Context: an optimization exercise on an open-source flow, tuned for small area, a short achievable clock period and few clock cycles. The choices shown serve that exercise and are no tape-out recipe. RTL that was checked went through simulation tests only; none was proved equivalent to the original. Power is estimated from default activity; no workload was simulated.

==> inputs of v25 <==
==> flow/design.v <==
module SME(
  input clk,
  input reset,
  input [7:0] chardata,
  input isstring,
  input ispattern,
  output valid,
  output match,
  output [4:0] match_index
  );
  reg         s_prev, p_prev;  
  reg [255:0] ring;            
  reg [4:0]   z;               
  reg [4:0]   lo;              
  reg [4:0]   hi;              
  reg [31:0]  m;
  reg         valid_r, match_r;
  reg [4:0]   idx_r;
  wire [255:0] next_ring = {ring[247:0], isstring ? chardata : ring[255:248]};
  wire [31:0] m_n;
  wire [31:0] cand_a;
  genvar q;
  generate
    for (q = 0; q < 32; q = q + 1) begin : g_slot
      wire eq = (next_ring[8*q +: 8] == chardata);
      assign m_n[q] = eq & (~p_prev | m[q]);
      assign cand_a[q] = m[q] & (q <= hi);
    end
  endgenerate
  reg [4:0] top_a, top_all;
  integer i;
  always @(*) begin
    top_a = 5'd0;
    top_all = 5'd0;
    for (i = 0; i < 32; i = i + 1) begin
      if (cand_a[i]) top_a = i;
      if (m[i]) top_all = i;
    end
  end
  wire any_a = |cand_a;
  wire wrap = (lo > hi);
  wire hit_a = any_a & (wrap | (top_a >= lo));
  wire hit_b = ~any_a & (|m) & wrap & (top_all >= lo);
  wire any = hit_a | hit_b;
  wire [4:0] top = any_a ? top_a : top_all;
  wire s_first = isstring & ~s_prev;
  wire [4:0] z_n = s_first ? 5'd0 : z + 5'd1;
  always @(posedge clk) begin
    if (reset) begin
      s_prev <= 1'b0;
      p_prev <= 1'b0;
      valid_r <= 1'b0;
    end else begin
      s_prev <= isstring;
      p_prev <= ispattern;
      valid_r <= p_prev & ~ispattern;
    end
    ring <= next_ring;
    z <= z_n;
    if (s_first) lo <= 5'd0;
    else if (!isstring) lo <= lo + 5'd1;
    if (ispattern & ~p_prev) hi <= z_n;
    m <= m_n;
    match_r <= any;
    idx_r <= any ? hi - top : 5'd0;
  end
  assign valid = valid_r;
  assign match = match_r;
  assign match_index = idx_r;
endmodule
==> flow/run.sh <==
#!/bin/bash
# synth_recipe.tcl (not shown) runs the flow's synth.tcl, then flattens the netlist and writes it again
# the make line also repeats each setting of config.mk as NAME=value (left out here)
make -C /OpenROAD-flow-scripts/flow DESIGN_CONFIG=/design/flow/config.mk WORK_HOME=/design/flow/orfs CLKGATE_MAP_FILE= SYNTH_SCRIPT=/design/flow/synth_recipe.tcl finish
==> flow/config.mk <==
export PLATFORM = sky130hd
export DESIGN_NAME = SME
export DESIGN_NICKNAME = SME
export VERILOG_FILES = /design/flow/design.v
export SDC_FILE = /design/flow/constraint.sdc
export NUM_CORES = 4
export LEC_CHECK = 0
export CAP_MARGIN = 20
export CORE_MARGIN = 2
export CORE_UTILIZATION = 40
export CTS_BUF_LIST = sky130_fd_sc_hd__clkbuf_4
export SETUP_SLACK_MARGIN = 5
export SLEW_MARGIN = 20
==> flow/constraint.sdc <==
create_clock -name core_clock -period 8.0 [get_ports {clk}]
set_input_delay 1.6000 -clock core_clock [delete_from_list [all_inputs] [get_ports {clk}]]
set_output_delay 1.6000 -clock core_clock [all_outputs]
set_load 0.01 [all_outputs]
==> v35 (differences from v25) <==
==> flow/design.v, changed modules only <==
module SME(
  input clk,
  input reset,
  input [7:0] chardata,
  input isstring,
  input ispattern,
  output valid,
  output match,
  output [4:0] match_index
  );
  reg [7:0]   b_r;       
  reg         s_r, p_r;  
  reg         s_prev, p_prev;
  reg [255:0] ring;      
  reg [4:0]   z;         
  reg [4:0]   hi;        
  reg [4:0]   lo;        
  reg [31:0]  m;
  reg         valid_r, match_r;
  reg [4:0]   idx_r;
  wire s_first = s_r & ~s_prev;
  wire [4:0] z_n = s_first ? 5'd0 : z + 5'd1;
  wire wrap = (lo > hi);
  wire [31:0] m_n;
  wire [31:0] cand_a, cand_b;
  genvar q;
  generate
    for (q = 0; q < 32; q = q + 1) begin : g_slot
      wire eq = (ring[8*q +: 8] == b_r);
      assign m_n[q] = eq & (~p_prev | m[q]);
      wire le_hi = (q <= hi);
      wire ge_lo = (q >= lo);
      assign cand_a[q] = m_n[q] & le_hi & (ge_lo | wrap);
      assign cand_b[q] = m_n[q] & ~le_hi & ge_lo & wrap;
    end
  endgenerate
  reg [4:0] top_a, top_b;
  integer i;
  always @(*) begin
    top_a = 5'd0;
    top_b = 5'd0;
    for (i = 0; i < 32; i = i + 1) begin
      if (cand_a[i]) top_a = i;
      if (cand_b[i]) top_b = i;
    end
  end
  wire any_a = |cand_a;
  wire any = any_a | (|cand_b);
  wire [4:0] top = any_a ? top_a : top_b;
  always @(posedge clk) begin
    b_r <= chardata;
    if (reset) begin
      s_r <= 1'b0;
      p_r <= 1'b0;
      s_prev <= 1'b0;
      p_prev <= 1'b0;
      valid_r <= 1'b0;
    end else begin
      s_r <= isstring;
      p_r <= ispattern;
      s_prev <= s_r;
      p_prev <= p_r;
      valid_r <= p_r & ~ispattern;
    end
    ring <= {ring[247:0], s_r ? b_r : ring[255:248]};
    z <= z_n;
    if (!p_r) hi <= z_n;
    if (s_first) lo <= 5'd0;
    else if (!s_r) lo <= lo + 5'd1;
    m <= m_n;
    match_r <= any;
    idx_r <= any ? hi - top : 5'd0;
  end
  assign valid = valid_r;
  assign match = match_r;
  assign match_index = idx_r;
endmodule
Settings changed: ABC_CLOCK_PERIOD_IN_PS from default to 2000, CTS_BUF_LIST sky130_fd_sc_hd__clkbuf_4 to default.
==> v38 (differences from v25) <==
==> flow/design.v, changed modules only <==
module SME(
  input clk,
  input reset,
  input [7:0] chardata,
  input isstring,
  input ispattern,
  output valid,
  output match,
  output [4:0] match_index
  );
  reg         s_prev, p_prev;  
  reg [255:0] str;             
  reg [4:0]   lm1;             
  reg [4:0]   base;            
  reg [31:0]  m;
  reg         valid_r, match_r;
  reg [4:0]   idx_r;
  wire [31:0] m_n;
  genvar q;
  generate
    for (q = 0; q < 32; q = q + 1) begin : g_slot
      wire in_str = (q <= lm1);
      wire eq = (str[8*q +: 8] == chardata);
      if (q == 31)
        assign m_n[q] = eq & ~p_prev & in_str;
      else
        assign m_n[q] = eq & (p_prev ? m[q+1] : in_str);
    end
  endgenerate
  reg [4:0] top;
  integer i;
  always @(*) begin
    top = 5'd0;
    for (i = 0; i < 32; i = i + 1)
      if (m[i]) top = i;
  end
  wire any = |m;
  always @(posedge clk) begin
    if (reset) begin
      s_prev <= 1'b0;
      p_prev <= 1'b0;
      valid_r <= 1'b0;
    end else begin
      s_prev <= isstring;
      p_prev <= ispattern;
      valid_r <= p_prev & ~ispattern;
    end
    if (isstring) begin
      str <= {str[247:0], chardata};
      lm1 <= s_prev ? lm1 + 5'd1 : 5'd0;
    end
    if (ispattern)
      base <= p_prev ? base - 5'd1 : lm1;
    m <= m_n;
    match_r <= any;
    idx_r <= any ? base - top : 5'd0;
  end
  assign valid = valid_r;
  assign match = match_r;
  assign match_index = idx_r;
endmodule
==> flow/flow/run.sh (new file) <==
#!/bin/bash
set -euo pipefail
bash standard.sh SETUP_SLACK_MARGIN=5.5 "CTS_ARGS=-sink_clustering_enable -repair_clock_nets -buf_list {sky130_fd_sc_hd__clkbuf_8 sky130_fd_sc_hd__clkbuf_16} -sink_clustering_size 20 -sink_clustering_max_diameter 60 -dont_use_dummy_load" finish > standard_flow.log 2>&1
==> flow/standard.sh (new file) <==
#!/bin/bash
# synth_recipe.tcl (not shown) runs the flow's synth.tcl, then flattens the netlist and writes it again
# the make line also repeats each setting of config.mk as NAME=value (left out here)
make -C /OpenROAD-flow-scripts/flow DESIGN_CONFIG=/design/flow/config.mk WORK_HOME=/design/flow/orfs CLKGATE_MAP_FILE= SYNTH_SCRIPT=/design/flow/synth_recipe.tcl "${@:-finish}"
Settings changed: SETUP_SLACK_MARGIN 5 to default.
removed: flow/run.sh
==> v30 (differences from v25) <==
==> flow/design.v, changed modules only <==
module SME(
  input clk,
  input reset,
  input [7:0] chardata,
  input isstring,
  input ispattern,
  output valid,
  output match,
  output [4:0] match_index
  );
  reg [7:0]   b_r;       
  reg         s_r, p_r;  
  reg         s_prev, p_prev;
  reg [255:0] str;       
  reg [4:0]   lm1;       
  reg [4:0]   base;      
  reg [31:0]  m;
  reg         valid_r, match_r;
  reg [4:0]   idx_r;
  wire [31:0] in_str;
  wire [31:0] m_n;
  genvar q;
  generate
    for (q = 0; q < 32; q = q + 1) begin : g_slot
      assign in_str[q] = (q <= lm1);
      wire eq = (str[8*q +: 8] == b_r);
      if (q == 31)
        assign m_n[q] = eq & (~p_prev & in_str[q]);
      else
        assign m_n[q] = eq & (p_prev ? m[q+1] : in_str[q]);
    end
  endgenerate
  reg [4:0] top;
  integer i;
  always @(*) begin
    top = 5'd0;
    for (i = 0; i < 32; i = i + 1)
      if (m_n[i]) top = i;
  end
  wire any = |m_n;
  always @(posedge clk) begin
    b_r <= chardata;
    if (reset) begin
      s_r <= 1'b0;
      p_r <= 1'b0;
      s_prev <= 1'b0;
      p_prev <= 1'b0;
      valid_r <= 1'b0;
    end else begin
      s_r <= isstring;
      p_r <= ispattern;
      s_prev <= s_r;
      p_prev <= p_r;
      valid_r <= p_r & ~ispattern;
    end
    if (s_r) begin
      str <= {str[247:0], b_r};
      lm1 <= s_prev ? lm1 + 5'd1 : 5'd0;
      base <= s_prev ? lm1 + 5'd1 : 5'd0;
    end else if (p_r)
      base <= base - 5'd1;
    else
      base <= lm1;
    m <= m_n;
    match_r <= any;
    idx_r <= any ? base - top : 5'd0;
  end
  assign valid = valid_r;
  assign match = match_r;
  assign match_index = idx_r;
endmodule
Settings changed: CTS_BUF_LIST sky130_fd_sc_hd__clkbuf_4 to default, SETUP_SLACK_MARGIN 5 to default.
==> summary.md <==
| Metric | Value |
|---|---|
| Die Ht | 173.8 µm |
| Main synth FF type | dfxtp_1 |
| Period utilization | 0.4677 |
| CP Class | reg2reg |
| Placement Cell Area | 0.01203 mm² |
| Clk_skew | 51.69 ps |
| Sink Count | 312 |
| Status | complete, no violations |
| Total chip power | 3.290 mW |
| TritonCTS buffer count | 78 |
That was v25.
==> summary.md <==
| Metric | Value |
|---|---|
| Status | complete, no violations |
| Die Ht | 188.8 µm |
| Period utilization | 0.5557 |
| Die Width | 188.8 µm |
| Clock buffers and inverters, area share | 0.07366 |
| CP Class | reg2reg |
| Sink Count | 316 |
| Placement Cell Area | 0.01407 mm² |
| TritonCTS buffer count | 35 |
| Total chip power | 3.714 mW |
| Main synth FF type | edfxtp_1 |
That was v30.
==> summary.md <==
| Metric | Value |
|---|---|
| Sink Count | 307 |
| CP Class | reg2out |
| Period utilization | 0.3201 |
| Status | complete, no violations |
| TritonCTS buffer count | 27 |
| Die Ht | 185.0 µm |
| Main synth FF type | edfxtp_1 |
| Placement Cell Area | 0.01367 mm² |
That was v38.
==> summary.md <==
| Metric | Value |
|---|---|
| Period utilization | 0.5555 |
| CP Class | reg2reg |
| Sink Count | 322 |
| Total chip power | 4.886 mW |
| Placement Cell Area | 0.01356 mm² |
| Main synth FF type | dfxtp_1 |
| Die Ht | 184.9 µm |
| Status | complete, no violations |
That was v35.
Testbench counts of v38, summed over its fixed seeds: cycles 4,687.
Testbench counts of v30, summed over its fixed seeds: cycles 4,687.
The RTL of v25 and v35 was laid out without a check of its function.

[re-timing with driven ports]
Ports are ideal in the flow. The routed layouts listed here were re-timed in OpenROAD. Step 1 (the two cells are an assumption about what drives the block):
set clk [get_ports {clk}]
set_driving_cell -lib_cell sky130_fd_sc_hd__clkbuf_16 $clk
set_driving_cell -lib_cell sky130_fd_sc_hd__buf_2 [delete_from_list [all_inputs] $clk]
Step 2 times the ports against the registers' clock, not the clock port: input delays grow and output delays shrink by t, the midpoint of the rising clock arrivals with the driver on. Three values: ideal ports, drivers, drivers and shift; two values: the first two.
run	shift t [ns]	slack for setup (ns)	worst slew at a driven data input, ns
v25	0.696	4.258 / 4.258 / 4.258	0.05
v35	0.603	3.556 / 3.556 / 3.556	0.03
v38	0.586	5.439 / 5.388 / 4.960	0.18
v30	0.549	3.555 / 3.555 / 3.555	0.03
After both steps every run listed still meets setup and hold. For v38, which loses most, drivers alone change the setup slack by -0.051 ns; drivers and shift together by -0.479 ns.
